What follows belongs to an exercise in optimizing a design on an open flow for small area and a short achievable clock period; a production flow would make more cautious choices. Where RTL was checked, it was by simulation tests only, not by an equivalence proof against the original. No functional check of the RTL was part of run 1.

==> flow/design.v (outline; a module is shown in full before it is edited, if it fits) <==
// module clktrans: 38 lines
// module differpd: 32 lines
// module monostable: 39 lines
// module controldivfreq: 34 lines
// module syncout: 42 lines
// module BitSync: 52 lines
// module qpsk_demod: 3068 lines
// module fa1: 4 lines
// module ha1: 4 lines
module qpsk_demod (
    input         clk,
    input         rst,
    input  [15:0] in_i,
    input  [15:0] in_q,
    output [15:0] i_sync,
    output [15:0] q_sync,
    output        bit_sync,
    output [31:0] sym_iq
);
  // ...
==> flow/flow/run.sh <==
#!/bin/bash
set -euo pipefail
bash standard.sh SETUP_SLACK_MARGIN=6 finish > flow_standard.log 2>&1
==> flow/standard.sh <==
#!/bin/bash
# synth_recipe.tcl (not shown) runs the flow's synth.tcl, then flattens the netlist and writes it again
# the make line also repeats each setting of config.mk as NAME=value (left out here)
make -C /OpenROAD-flow-scripts/flow DESIGN_CONFIG=/design/flow/config.mk WORK_HOME=/design/flow/orfs CLKGATE_MAP_FILE= SYNTH_SCRIPT=/design/flow/synth_recipe.tcl "${@:-finish}"
==> flow/config.mk <==
export PLATFORM = sky130hd
export DESIGN_NAME = qpsk_demod
export DESIGN_NICKNAME = qpsk_demod
export VERILOG_FILES = /design/flow/design.v
export SDC_FILE = /design/flow/constraint.sdc
export NUM_CORES = 4
export LEC_CHECK = 0
export CAP_MARGIN = 20
export CORE_MARGIN = 2
export CORE_UTILIZATION = 40
export SETUP_SLACK_MARGIN = 5
export SLEW_MARGIN = 20
export SYNTH_HIERARCHICAL = 1
export SYNTH_MEMORY_MAX_BITS = 65536
==> flow/constraint.sdc <==
create_clock -name core_clock -period 8.5 [get_ports {clk}]
set_input_delay 1.7000 -clock core_clock [delete_from_list [all_inputs] [get_ports {clk}]]
set_output_delay 1.7000 -clock core_clock [all_outputs]
set_load 0.01 [all_outputs]
==> results list, run 1 <==
* Number of hold violations in the final report: 0
- Max-Slew Margin vs Limit: 34.13%
- The critical path starts at im_r1733_q.
- Highest attainable clock frequency: 274.7 MHz
- Global-route met3 utilization: 6.958%
- At the placement stage, the worst setup path has a slack of about 4000 ps.
- For this configuration, the core starts out at a cell density of between 40 and 50%.
- Drt drc: 0
* Registers with the highest flip-flop counts: dl x1088, iq_out_bitsync x32, acc x26
* Outcome: complete, no violations
* Total placed instance area: 72,700 µm²
- Wire length of the first global-routing pass: slightly above 300 mm
- After detailed routing, the number of vias per cell comes to around 5.4.
- Layout inverter count without the clock tree: 200
- In this run the worst path has a maximum fanout of 4.
- Ranked by flip-flop count, first place goes to dl.
- Clock tree buffer count of the final layout: ~230
- After layout, the worst path uses between 40% and 50% of the clock period.
- Detailed Route WL: approximately 210 mm
- STA puts the critical path data required time at between 9000 and 10,000 ps.
* R2R Path Start: im_r1733_q
* Cell at the slowest stage of the critical path: fa_1
- Kind of cell adding the most delay to the critical path: compound AO/OA/AOI/OAI gates
- On the worst path, the slowest cell contributes a delay of around 550 ps.
- CTS-repair resized insts: 1,098
- Met2 wirelength from detailed routing: 95.06 mm
- Average cell area after synthesis: approximately 12 µm²
- Met1 routed wirelength after detailed routing: roughly 80 mm
* Floorplan die area: approximately 170,000 µm²
- Global routing used between 20% and 30% of the available met1 tracks.
- Registers take around 36,000 µm².
- Clock tree synthesis inserted a total of 165 buffers.
* Clock-pin slew on the worst setup and hold paths: 60 ps
==> run 2, diff against run 1 <==
--- a/flow/design.v
+++ b/flow/design.v
@@ -247,31 +247,35 @@
 );
   reg [6:0] cnt;
   always @(posedge clk or posedge rst)
     if (rst) cnt <= 7'd0;
     else if (!cnt[6]) cnt <= cnt + 7'd1;
   wire run7  = cnt[6] | (|cnt[5:3]) | (&cnt[2:0]);
   wire run64 = cnt[6];
   reg  [15:0] re_o, im_o;             
-  wire [15:0] plus  = re_o[15] ? (16'd0 - im_o) : im_o;
-  wire [15:0] minus = im_o[15] ? (16'd0 - re_o) : re_o;
+  wire        si = re_o[15], sq = im_o[15];
+  wire [15:0] pa = im_o ^ {16{si}};
+  wire [15:0] pb = ~(re_o ^ {16{sq}});
+  wire [16:0] pds = {pa[15], pa} + {pb[15], pb} + {15'd0, si} + {15'd0, ~sq};
+  wire        ovp = si & (im_o == 16'h8000);
+  wire        ovm = sq & (re_o == 16'h8000);
   reg  [16:0] pdg;
-  always @(posedge clk) pdg <= {plus[15], plus} - {minus[15], minus};
-  reg  [16:0] pdr;
-  always @(posedge clk or posedge rst)
-    if (rst) pdr <= 17'd0;
-    else     pdr <= pdg;
-  reg  [17*64-1:0] dl;                
-  always @(posedge clk) dl <= {dl[17*63-1:0], pdr};
+  always @(posedge clk) pdg <= {pds[16] ^ ovp ^ ovm, pds[15:0]};
+  reg  [17*64-1:0] dl;
+  always @(posedge clk) dl <= {dl[17*63-1:0], pdg};
   wire [16:0] old = run64 ? dl[17*64-1:17*63] : 17'd0;
+  reg  [17:0] x;
+  always @(posedge clk or posedge rst)
+    if (rst) x <= 18'd0;
+    else     x <= {pdg[16], pdg} - {old[16], old};
   reg  [22:0] sum;
   always @(posedge clk or posedge rst)
     if (rst) sum <= 23'd0;
-    else     sum <= sum + {{6{pdr[16]}}, pdr} - {{6{old[16]}}, old};
+    else     sum <= sum + {{5{x[17]}}, x};
   reg  [22:0] sum_d;
   always @(posedge clk) sum_d <= sum;
   reg  [25:0] acc;
   always @(posedge clk or posedge rst)
     if (rst) acc <= 26'd0;
     else     acc <= acc - {{3{sum_d[22]}}, sum_d};
   reg  [9:0] a1, a2, a3;
   always @(posedge clk) begin
@@ -3254,25 +3258,28 @@
   reg im_r1809_q; assign im_r1809 = im_r1809_q;
   reg im_r1810_q; assign im_r1810 = im_r1810_q;
   reg im_r1811_q; assign im_r1811 = im_r1811_q;
   reg im_r1812_q; assign im_r1812 = im_r1812_q;
   reg im_r1813_q; assign im_r1813 = im_r1813_q;
   reg im_r1814_q; assign im_r1814 = im_r1814_q;
   wire [32:0] re_a = {re5_c970, re5_c968, re5_c966, re5_c964, re5_c962, re5_c960, re5_c958, re5_c956, re5_c954, re5_c952, re5_c950, re5_c948, re5_c946, re5_c944, re5_c942, re5_c940, re5_c938, re5_c936, re5_c934, re5_c932, re5_c930, re5_c928, re5_c926, re5_c924, re5_c922, re5_c920, re5_c918, re5_c916, re5_c914, re5_c912, re5_c910, re5_c908, re5_s907};
   wire [32:0] re_b = {re4_c906, re5_s969, re5_s967, re5_s965, re5_s963, re5_s961, re5_s959, re5_s957, re5_s955, re5_s953, re5_s951, re5_s949, re5_s947, re5_s945, re5_s943, re5_s941, re5_s939, re5_s937, re5_s935, re5_s933, re5_s931, re5_s929, re5_s927, re5_s925, re5_s923, re5_s921, re5_s919, re5_s917, re5_s915, re5_s913, re5_s911, re5_s909, re_r724};
-  wire [32:0] re_s = re_a + re_b;
+  wire [17:0] re_lo = {1'b0, re_a[16:0]} + {1'b0, re_b[16:0]};
   wire [32:0] im_a = {im5_c1940, im5_c1938, im5_c1936, im5_c1934, im5_c1932, im5_c1930, im5_c1928, im5_c1926, im5_c1924, im5_c1922, im5_c1920, im5_c1918, im5_c1916, im5_c1914, im5_c1912, im5_c1910, im5_c1908, im5_c1906, im5_c1904, im5_c1902, im5_c1900, im5_c1898, im5_c1896, im5_c1894, im5_c1892, im5_c1890, im5_c1888, im5_c1886, im5_c1884, im5_c1882, im5_c1880, im5_c1878, im5_s1877};
   wire [32:0] im_b = {im4_c1876, im5_s1939, im5_s1937, im5_s1935, im5_s1933, im5_s1931, im5_s1929, im5_s1927, im5_s1925, im5_s1923, im5_s1921, im5_s1919, im5_s1917, im5_s1915, im5_s1913, im5_s1911, im5_s1909, im5_s1907, im5_s1905, im5_s1903, im5_s1901, im5_s1899, im5_s1897, im5_s1895, im5_s1893, im5_s1891, im5_s1889, im5_s1887, im5_s1885, im5_s1883, im5_s1881, im5_s1879, im_r1694};
-  wire [32:0] im_s = im_a + im_b;
-  reg [15:0] re_h, im_h;
+  wire [17:0] im_lo = {1'b0, im_a[16:0]} + {1'b0, im_b[16:0]};
+  reg [15:0] re_ha, re_hb, im_ha, im_hb;
+  reg        re_c, im_c;
   always @(posedge clk) begin
-    re_h <= re_s[32:17];
-    im_h <= im_s[32:17];
+    re_ha <= re_a[32:17]; re_hb <= re_b[32:17]; re_c <= re_lo[17];
+    im_ha <= im_a[32:17]; im_hb <= im_b[32:17]; im_c <= im_lo[17];
   end
+  wire [15:0] re_h = re_ha + re_hb + {15'd0, re_c};
+  wire [15:0] im_h = im_ha + im_hb + {15'd0, im_c};
   always @(posedge clk or posedge rst)
     if (rst) begin
       re_o <= 16'd0;
       im_o <= 16'd0;
     end else begin
       re_o <= run7 ? re_h : 16'd0;
       im_o <= run7 ? im_h : 16'd0;
     end
==> flow/flow/run.sh (replaced) <==
#!/bin/bash
set -euo pipefail
bash standard.sh SETUP_SLACK_MARGIN=5.5 finish > flow_standard.log 2>&1
==> flow/config.mk (replaced) <==
export PLATFORM = sky130hd
export DESIGN_NAME = qpsk_demod
export DESIGN_NICKNAME = qpsk_demod
export VERILOG_FILES = /design/flow/design.v
export SDC_FILE = /design/flow/constraint.sdc
export NUM_CORES = 4
export LEC_CHECK = 0
export CAP_MARGIN = 20
export CORE_MARGIN = 2
export CORE_UTILIZATION = 50
export CTS_CLUSTER_DIAMETER = 100
export CTS_CLUSTER_SIZE = 25
export SETUP_SLACK_MARGIN = 5
export SLEW_MARGIN = 20
export SYNTH_HIERARCHICAL = 1
export SYNTH_MEMORY_MAX_BITS = 65536
==> results list, run 2 <==
* Post-placement setup slack: 4572 ps (+523.7 ps)
- Depth of the most critical reg-to-reg path: 8
- Of the cells placed in the final design, the portion with a size suffix greater than 1 is between 15 and 20%.
- Via count of the first global-routing pass: 44,040
- Counting every instance in the synthesized netlist gives ~5,600.
- Effective utilization at floorplan: 50.36% (+10 points)
* Count of antenna-violating nets left after detailed routing: 0
- Counting along the longest clock path gives a buffer depth of 3.
- Outcome: complete, no violations
- Commonest non-fill, non-tap cell in the layout: dfxtp_1
- The count of buffers added on input and output ports is 98.
- The number of pins exceeding their max-slew limit in the final report came to 0.
- The cell sitting at the root of the clock tree is a clkbuf_16.
- The later pin in the worst-skew pair is clocked with a latency of about 750 ps.
- The data required time of the critical path is 9110 ps (-60 ps).
- Total via count after detailed routing: 44,080
* Final setup violation count: 0
* Overall Global Routing Usage: a little over a quarter
- Unrepaired setup endpoints after global routing: yes
- Worst setup EP type: flop
* Max-Slew Margin vs Limit: 24.60% (-9.5 points)
- Entering global routing, the biggest net connects 75 pins.
* Placeable core region: 137,300 µm²
- Synth-to-Final Area Change: 15.38%
- The worst-path maximum fanout came to 7 (+3).
- Worst setup SP type: flop
* Drt drc: 0 (unchanged)
- Yosys warnings: 260
- The library cells used most frequently in the layout, excluding fill and tap cells, are 1,530 x dfxtp_1, 616 x xnor2_1, 420 x fa_1.
- The total length of routed wires came to 194.3 mm (-7.4%).
- In this run the count of I/O pins placed on the die edge is 99.
* Final TNS setup: 0 ps
- The H-tree generated during clock tree synthesis spans 3 levels.
* Period Utilization, post-route: 37.83% (-5.0 points)
- Clock skew on the completed layout was measured at just under 40 ps.
- Overall die width: 375.9 µm
- Chip height: 375.9 µm
- The worst hold path was traced through 0 stages.
* Average cell area after synthesis: 12.37 µm² (+0.85%)
- The tool flagged a number of max-cap violations equal to 0.
- Vias/cell: 5.788 (+6.7%)
- Counting every sink on the clock net gives between 1,500 and 2,000.
- Drt first pass iters: 6
* Class of the worst hold path: reg2reg
* Total placed instance area: 71,630 µm² (-1.5%)
- For the worst setup path, the data arrival time is about 3800 ps.
* Design Area, Final: 79,790 µm²
- In the final layout, the registers with the most flip-flops are dl x1088, iq_out_bitsync x32, acc x26.
* Critical path start-end classification: reg2reg
- The floorplan has between 100 and 150 rows.
* Count of nets after finishing: 6,552
- The congestion estimate from routability-driven global placement came to about 0.92.
* CTS tree: yes
- The HPWL after detailed placement is 106.3 mm.
* Iter 0 DRT Violations: ~4,500
* Antenna violations before repair: 11
- The number of buffers created by CTS came to 83 (-50%).
- Netlist Area Pre-Place: 69,150 µm²
- The register with the most flip-flops in the layout has ~1,100 of them.
* Filler cell count in the final layout: between 10,000 and 15,000
- Highest attainable clock frequency: 311.0 MHz (+13%)
- The clock transition at the registers of the reported paths came to 100 ps (+40 ps).
- Time the final worst path needs with I/O delays and setup: between 3000 and 4000 ps
* Wire length of the first global-routing pass: 285.6 mm (-7.3%)
- dl holds more flip-flops than any other register.
- After layout, the worst setup slack is 5284 ps.
- Floorplan die area: 141,300 µm² (-19%)
* Actual slew at the worst max-slew pin: 1123 ps
* Number of hold violations in the final report: 0 (unchanged)
* Post-DR wirelength/cell: 25.51 µm
* Number of hold-repair buffers added at the cts stage: 0
* Final global-route overflow total: 0
## run 2: changes by cell type in the layout (fill, tap and decap cells not counted), moves of 63 or more
cell | previous run | this run
fa_1 | 279 | 420
fa_2 | 237 | 81
buf_6 | 138 | 64
a22oi_2 | 160 | 79
a22oi_1 | 324 | 408
clkbuf_16 | 179 | 90
ha_1 | 158 | 221
## run 2: path summary, 6_finish.rpt
kind                       startpoint            end  slack, ps
max in group asynchronous         rst        acc[23]       5770
min reg2reg                   dl[842]        dl[859]        320
min in group asynchronous         rst  tb_bs.u7.sync       1320
min                           dl[842]        dl[859]        320
max reg2reg                 rc_one[1]      re_r782_q       5280
max                         rc_one[1]      re_r782_q       5280
## run 2: cell type report
class	count	area, µm²	share of cell area [%]
Clock inverter	16	300.3	0.3764
Antenna cell	2	5.005	0.006273
Timing Repair Buffer	488	6058	7.593
Clock buffer	104	2166	2.715
Inverter	127	488.0	0.6116
Sequential cell	1764	36400	45.62
Tap cell	1794	2245	2.813
Multi-Input combinational cell	3321	32130	40.26
## run 2: per-stage QoR
stage | instances | hold slack, ps | utilization [%]
final | 7616 | 317.2 | 58.10
after global routing | 7614 | 319.5 | 58.10
after CTS | 7559 | 307.8 | 57.23
after detailed placement | 7194 | 312.1 | 52.16
after global placement | 7194 | 310.3 | 52.16
after floorplan | 5607 | 309.6 | -
## run 2: worst max-delay path, stage by stage, from the launching register on
cell	delay, ps
dfxtp_4	500
buf_6	230
buf_4	140
a22oi_2	60
xnor2_2	210
fa_2	490
fa_1	490
fa_2	560
fa_1	410
## run 2: repair_timing
item	CTS	global route
resized for setup	709	149
setup endpoints to repair	305	207
buffers inserted	207	48
gates cloned	38	7
pin swaps	182	121
## run 2: layer usage
layer	vias up	GRT usage (%)	routed length (µm)	share of wire (%)
li1	19250	-	-	-
met4	6	15.54	12870	6.6
met1	21790	36.32	80280	41
met5	-	0.2058	42	0.022
met2	2316	39.61	81390	42
met3	716	7.370	19720	10
==> run 3, diff against run 2 <==
==> flow/run.sh (new file) <==
#!/bin/bash
# synth_recipe.tcl (not shown) runs the flow's synth.tcl, then flattens the netlist and writes it again
# the make line also repeats each setting of config.mk as NAME=value (left out here)
make -C /OpenROAD-flow-scripts/flow DESIGN_CONFIG=/design/flow/config.mk WORK_HOME=/design/flow/orfs CLKGATE_MAP_FILE= SYNTH_SCRIPT=/design/flow/synth_recipe.tcl finish
removed: flow/flow/run.sh
removed: flow/standard.sh
==> results list, run 3 <==
* Fraction of layout cells with a size suffix above 1: 6.830% (-9.8 points)
- Clock skew: 60.61 ps (+21.02 ps)
* Chip height: 375.9 µm (unchanged)
- The number of nets with antenna violations after detailed routing came to 0 (unchanged).
- Number of sinks handled by clock tree synthesis: 1,764 (unchanged)
- The number of global-route vias before repair came to 41,900 (-4.9%).
- The maximum clock insertion buffer count came to 3 (unchanged).
* Number of buffers inserted during clock tree synthesis: 84 (+1.2%)
- Sequential Area: 36,280 µm² (-0.33%)
- The total length of routed wires was 167.8 mm (-14%).
- Placer's final routability congestion estimate: 0.9141 (-0.72%)
- Clk Latency, worst-skew pair: 760 ps (about the same)
* Final TNS setup: 0 ps (unchanged)
* CTS tree: yes
* Total via count after detailed routing: 41,460 (-6.0%)
- Max-Slew Margin vs Limit: 17.59% (-7.0 points)
- CP Data Required Time: 9070 ps (-40 ps)
* Syn Inst Count: 5,592 (unchanged)
- The library cells used most frequently in the layout, excluding fill and tap cells, are 1,554 x dfxtp_1, 646 x xnor2_1, 501 x fa_1.
- Setup repair after global routing could not meet its margin everywhere.
* Drt drc: 0 (unchanged)
- The count of nets after finishing came to 6,281 (-4.1%).
- The length of the first detailed-routing pass in iterations was 6 (unchanged).
* MaxCap Viol Count: 0 (unchanged)
- Worst setup EP type: flop
- dl holds more flip-flops than any other register.
- The path class of the tightest hold or removal check is reg2reg.
* Worst Hold Depth: 0 (unchanged)
- The clock period minus final worst setup slack came to 3506 ps (+290.2 ps).
* Arrival time reported for the critical path endpoint: 4080 ps (+250 ps)
- The overflow left after global routing came to 0 (unchanged).
* Setup crit end: tc_r[7]
- Wire length of the first global-routing pass: 258.2 mm (-9.6%)
- The area of the core came to 137,300 µm² (unchanged).
- In this run the worst setup path begins at mf[1].
- Commonest non-fill, non-tap cell in the layout: dfxtp_1
- The worst-path maximum fanout came to 32 (+25).
* Worst hold slack: 299.9 ps (-17.31 ps)
- Number of hold-repair buffers added at the cts stage: 0 (unchanged)
- The standard-cell row count was 136 (unchanged).
- Overall Global Routing Usage: 23.77% (-3.3 points)
- Number of hold violations in the final report: 0 (unchanged)
- Average cell area after synthesis: 12.37 µm² (unchanged)
- Destination of the worst register-to-register timing path: tc_r[7]
- Number of flip-flops under the largest register name: 1,088 (unchanged)
- The clock transition at the registers of the reported paths came to 100 ps (about the same).
* Post-DR wirelength/cell: 22.83 µm (-10%)
* Post-detail-place hpwl: 106.0 mm (-0.23%)
- Outcome: complete, no violations
- The worst setup path is launched from a flop.
- Vias/cell: 5.642 (-2.5%)
* Period Utilization, post-route: 41.25% (+3.4 points)
* Synth-to-Final Area Change: 7.911%
* Iter 0 DRT Violations: 3,627 (-19%)
- Final setup violation count: 0 (unchanged)
- Max-slew violation count: 0 (unchanged)
- The reg-to-reg setup timing slack was 4990 ps (-290 ps).
* Actual slew at the worst max-slew pin: 1236 ps (+113.1 ps)
* Filler cell count in the final layout: 11,690 (+5.4%)
- Netlist Area Pre-Place: 69,150 µm² (unchanged)
- Critical path start-end classification: reg2reg
- The full die area was 141,300 µm² (unchanged).
- Maximum level of the CTS H-tree: 3 (unchanged)
* R2R Path Start: mf[1]
- The tree is rooted in a clkbuf_16.
- The area occupied by multi-input gates is 31,090 µm² (-3.2%).
* Antenna violations before repair: 6 (-5)
- The count of pins on the block boundary was 99 (unchanged).
* Yosys warnings: 260 (unchanged)
* Buffers added on ports: 98 (unchanged)
* Depth of the most critical reg-to-reg path: 12 (+4)
- The startpoint identified for the worst hold timing path is dl[765].
- The effective utilization at floorplan is 50.36% (unchanged).
- Highest attainable clock frequency: 285.2 MHz (-8.3%)
* Maximum number of pins on one net before global-route repair: 78 (+4.0%)
- The horizontal die dimension was 375.9 µm (unchanged).
- Registers with the highest flip-flop counts: dl x1088, iq_out_bitsync x32, acc x26
## run 3: changes by cell type in the layout (fill, tap and decap cells not counted), moves of 50 or more
cell | previous run | this run
buf_4 | 234 | 98
buf_12 | 66 | 2
fa_2 | 81 | 0
a22oi_1 | 408 | 487
a22oi_2 | 79 | 0
buf_6 | 64 | 14
fa_1 | 420 | 501
clkdlybuf4s50_1 | 33 | 88
## run 3: how the worst min path moves through the flow
| stage | end | slack [ps] |
|---|---|---|
| 2_1_floorplan | a2[0] | 310 |
| 3_3_place_gp | dl[442] | 310 |
| 3_5_place_dp | dl[272] | 310 |
| 4_1_cts | dl[782] | 290 |
| 5_1_grt | dl[839] | 300 |
| 6_report | dl[782] | 300 |
## run 3: per-layer routing
layer  up-vias  GRT usage, %  part of all wire [%]
met5         -             0                0.0077
met4         2         9.760                   4.3
met3       378         4.066                   7.3
met2      1715         36.83                    45
met1     20700         33.12                    44
li1      18670             -                     -
## run 3: critical path, cell delays in order, from the launching register on
cell	delay, ps
dfxtp_1	330
buf_4	360
inv_1	140
buf_4	230
ha_1	290
buf_4	370
or2_1	390
nand3_1	160
o21ai_0	210
nand2_1	60
o21ai_0	130
a31oi_1	130
a221oi_1	490
## run 3: layout make-up
cell class,count,area share (%)
Antenna cell,5,0.01677
Sequential cell,1764,48.62
Tap cell,1794,3.008
Clock inverter,17,0.4007
Inverter,127,0.6439
Timing Repair Buffer,216,2.696
Multi-Input combinational cell,3321,41.67
Clock buffer,104,2.946
## run 3: timing repair
item,CTS,global route
pin swaps,2,3
setup endpoints to repair,117,45
setup buffers,23,7
gates cloned,1,0
gates resized for setup,77,17
## run 3: metrics by stage
step,util (%),instance area [µm²],setup WS [ps],instances
after floorplan,-,69210,5051,5607
after global placement,52.14,71600,4354,7191
after detailed placement,52.15,71610,4342,7191
after CTS,54.23,74480,4887,7336
after global routing,54.33,74610,4862,7344
final,54.34,74620,4994,7348
==> run 4, diff against run 3 <==
==> flow/flow/run.sh (new file) <==
#!/bin/bash
set -euo pipefail
bash standard.sh SETUP_SLACK_MARGIN=5.3 finish > flow_standard.log 2>&1
==> flow/standard.sh (new file) <==
#!/bin/bash
# synth_recipe.tcl (not shown) runs the flow's synth.tcl, then flattens the netlist and writes it again
# the make line also repeats each setting of config.mk as NAME=value (left out here)
make -C /OpenROAD-flow-scripts/flow DESIGN_CONFIG=/design/flow/config.mk WORK_HOME=/design/flow/orfs CLKGATE_MAP_FILE= SYNTH_SCRIPT=/design/flow/synth_recipe.tcl "${@:-finish}"
removed: flow/run.sh
==> results list, run 4 <==
- Outcome: complete, no violations
- The gate count after technology mapping came to 5,592 (unchanged).
- Period Utilization, post-route: 37.38% (-3.9 points)
* Placeable core region: 137,300 µm² (unchanged)
* Number of hold violations in the final report: 0 (unchanged)
- Final TNS setup: 0 ps (unchanged)
- Final global-route overflow total: 0 (unchanged)
* Commonest non-fill, non-tap cell in the layout: dfxtp_1
- The synthesized area per cell was 12.37 µm² (unchanged).
- The amount of wire on met3 after detailed routing came to 14.52 mm (+19%).
* Count of nets after finishing: 6,361 (+1.3%)
- Worst setup EP type: flop
- Clk Latency, worst-skew pair: 740 ps (-20 ps)
- TritonCTS built the clock tree.
- Number of hold-repair buffers added at the cts stage: 0 (unchanged)
* Class of the worst hold path: reg2reg
* Maximum fanout count along the critical path: 16 (-50%)
- Effective utilization at floorplan: 50.36% (unchanged)
- The number of design rule violations left after detail routing was 0 (unchanged).
- Number of sinks handled by clock tree synthesis: 1,764 (unchanged)
* Buffer levels on the longest clock path: 3 (unchanged)
- Filler cell count in the final layout: 11,480 (-1.8%)
- Arrival time reported for the critical path endpoint: 3800 ps (-280 ps)
* Met1 routed wirelength after detailed routing: 76.33 mm (+3.9%)
- Iter 0 DRT Violations: 4,311 (+19%)
- The horizontal die dimension came to 375.9 µm (unchanged).
* Actual slew at the worst max-slew pin: 1034 ps (-202.1 ps)
* Via count of the first global-routing pass: 42,040 (+0.33%)
- Total via count after detailed routing: 41,890 (+1.0%)
* Antenna violations before repair: 4 (-2)
* Maximum number of pins on one net before global-route repair: 82 (+5.1%)
- Max-slew violation count: 0 (unchanged)
* Wire length of the first global-routing pass: 263.2 mm (+1.9%)
- The library cells used most frequently in the layout, excluding fill and tap cells, are 1,542 x dfxtp_1, 644 x xnor2_1, 500 x fa_1.
* Buffers added on ports: 98 (unchanged)
- Floorplan row count: 136 (unchanged)
- Detailed Route WL: 175.4 mm (+4.5%)
- In the final layout, the registers with the most flip-flops are dl x1088, iq_out_bitsync x32, acc x26.
* Synth-to-Final Area Change: 10.54%
- Met2 wirelength from detailed routing: 75.91 mm (+1.3%)
- Floorplan die area: 141,300 µm² (unchanged)
- Overall Global Routing Usage: 24.36% (+0.60 points)
* Largest reg by FF count: dl
- Cell chosen for the clock root: clkbuf_16
- The count of final setup violators is 0 (unchanged).
- MaxCap Viol Count: 0 (unchanged)
- The half-perimeter wire length after detailed placement is 106.1 mm (about the same).
* Count of antenna-violating nets left after detailed routing: 0 (unchanged)
* Maximum level of the CTS H-tree: 3 (unchanged)
* Worst setup SP type: flop
* Unrepaired setup endpoints after global routing: yes
* Top-level I/O count: 99 (unchanged)
- Number of flip-flops under the largest register name: 1,088 (unchanged)
- The length of the first detailed-routing pass in iterations was 6 (unchanged).
* Chip height: 375.9 µm (unchanged)
- The number of buffers created by CTS is 83 (-1.2%).
- The routed wire length per instance came to 23.61 µm (+3.4%).
- The clock transition at the registers of the reported paths was 100 ps (about the same).
- The count of yosys warnings during synthesis is 260 (unchanged).
- Highest attainable clock frequency: 314.7 MHz (+10%)
- Time the final worst path needs with I/O delays and setup: 3177 ps (-328.7 ps)
* DR top layer: met5
- The via density per instance was 5.638 (about the same).
* Critical path start-end classification: reg2reg
- Placer's final routability congestion estimate: 0.8838 (-3.3%)
- Clock skew: 59.33 ps (-1.280 ps)
- The ratio of cells with drive above 1 in the final layout was 8.876% (+2.0 points).
- Netlist Area Pre-Place: 69,150 µm² (unchanged)
* Max-Slew Margin vs Limit: 30.97% (+13 points)
* Final cell utilization of the core: 55.66% (+1.3 points)
* CP Data Required Time: 9120 ps (+50 ps)
[run 4: routing by layer]
metal / global-route usage (%) / vias to the layer above
met2: 36.52 / 1890
met3: 4.920 / 432
met1: 34.29 / 20730
met5: 0 / -
met4: 10.60 / 2
li1: - / 18830
[run 4: critical path: stages, from the launching register on]
cell	delay, ps
dfxtp_4	400
buf_12	160
o21ai_1	110
xnor2_2	270
inv_1	110
fa_1	510
fa_1	590
fa_1	450
fa_1	470
[run 4: per-stage QoR]
stage          setup WS, ps  instance area, µm²  hold slack [ps]  std cells
2_1_floorplan          5051               69240            309.6       5607
3_3_place_gp           4677               71610            309.9       7193
3_5_place_dp           4619               71610            312.1       7193
4_1_cts                5259               75390            317.4       7379
5_1_grt                5223               76440            325.3       7429
6_report               5323               76440            305.7       7430
[run 4: final cells by class]
class | count | area [µm²] | area share [%]
well taps | 1794 | 2245 | 2.937
flip-flops and latches | 1764 | 36340 | 47.54
repair buffers | 297 | 3697 | 4.837
diodes | 3 | 7.507 | 0.009821
multi-input cells | 3321 | 31170 | 40.78
inverters | 127 | 481.7 | 0.6302
clock inverters | 18 | 307.8 | 0.4027
clock buffers | 106 | 2185 | 2.858
[run 4: worst paths after layout]
kind | cells after the start | end | from | slack [ps]
min reg2reg | 0 | dl[311] | dl[294] | 310
max in group asynchronous | 3 | im_o[8] | rst | 5800
max | 8 | im_r1768_q | ar[15] | 5320
min | 0 | dl[311] | dl[294] | 310
max reg2reg | 8 | im_r1768_q | ar[15] | 5320
min in group asynchronous | 2 | tb_bs.u7.clki | rst | 1350
[run 4: repair_timing]
action,CTS,global route
setup buffers,57,35
endpoints found under the hold margin,0,0
setup endpoints to repair,203,157
resized for setup,257,128
gates cloned,5,13
pin swaps,5,16

## separate check: timing with driven ports
No port has a modelled driver above. Below, the same layouts with a new extraction and two added sets of constraints. Step 1 assumes that a clkbuf_16 drives the clock port and a buf_2 every other input. Step 2 times the ports against the registers' clock, not the clock port: input delays grow and output delays shrink by t, the midpoint of the rising clock arrivals with the driver on. a / b / c = ideal ports / drivers / drivers and shift; a / b = the first two.
| run | t (ns) | setup WS [ns] | hold slack, ns | worst setup path after step 2 | slew at the worst register clock pin (ns) |
|---|---|---|---|---|---|
| run 1 | 0.863 | 4.859 / 4.859 / 4.859 | 0.298 / 0.298 / 0.298 | register to register | 0.07 / 0.07 |
| run 2 | 0.816 | 5.284 / 5.284 / 5.013 | 0.317 / 0.317 / 0.317 | input, reset recovery | 0.11 / 0.11 |
| run 3 | 0.804 | 4.994 / 4.956 / 4.604 | 0.300 / 0.300 / 0.300 | input, reset recovery | 0.11 / 0.11 |
| run 4 | 0.788 | 5.323 / 5.263 / 5.073 | 0.306 / 0.306 / 0.306 | input, reset recovery | 0.11 / 0.11 |
After both steps setup and hold are still met in every run listed. For run 3, which loses most, drivers alone change the setup slack by -0.038 ns; drivers and shift together by -0.390 ns. The worst setup slack also covers recovery checks on asynchronous resets.
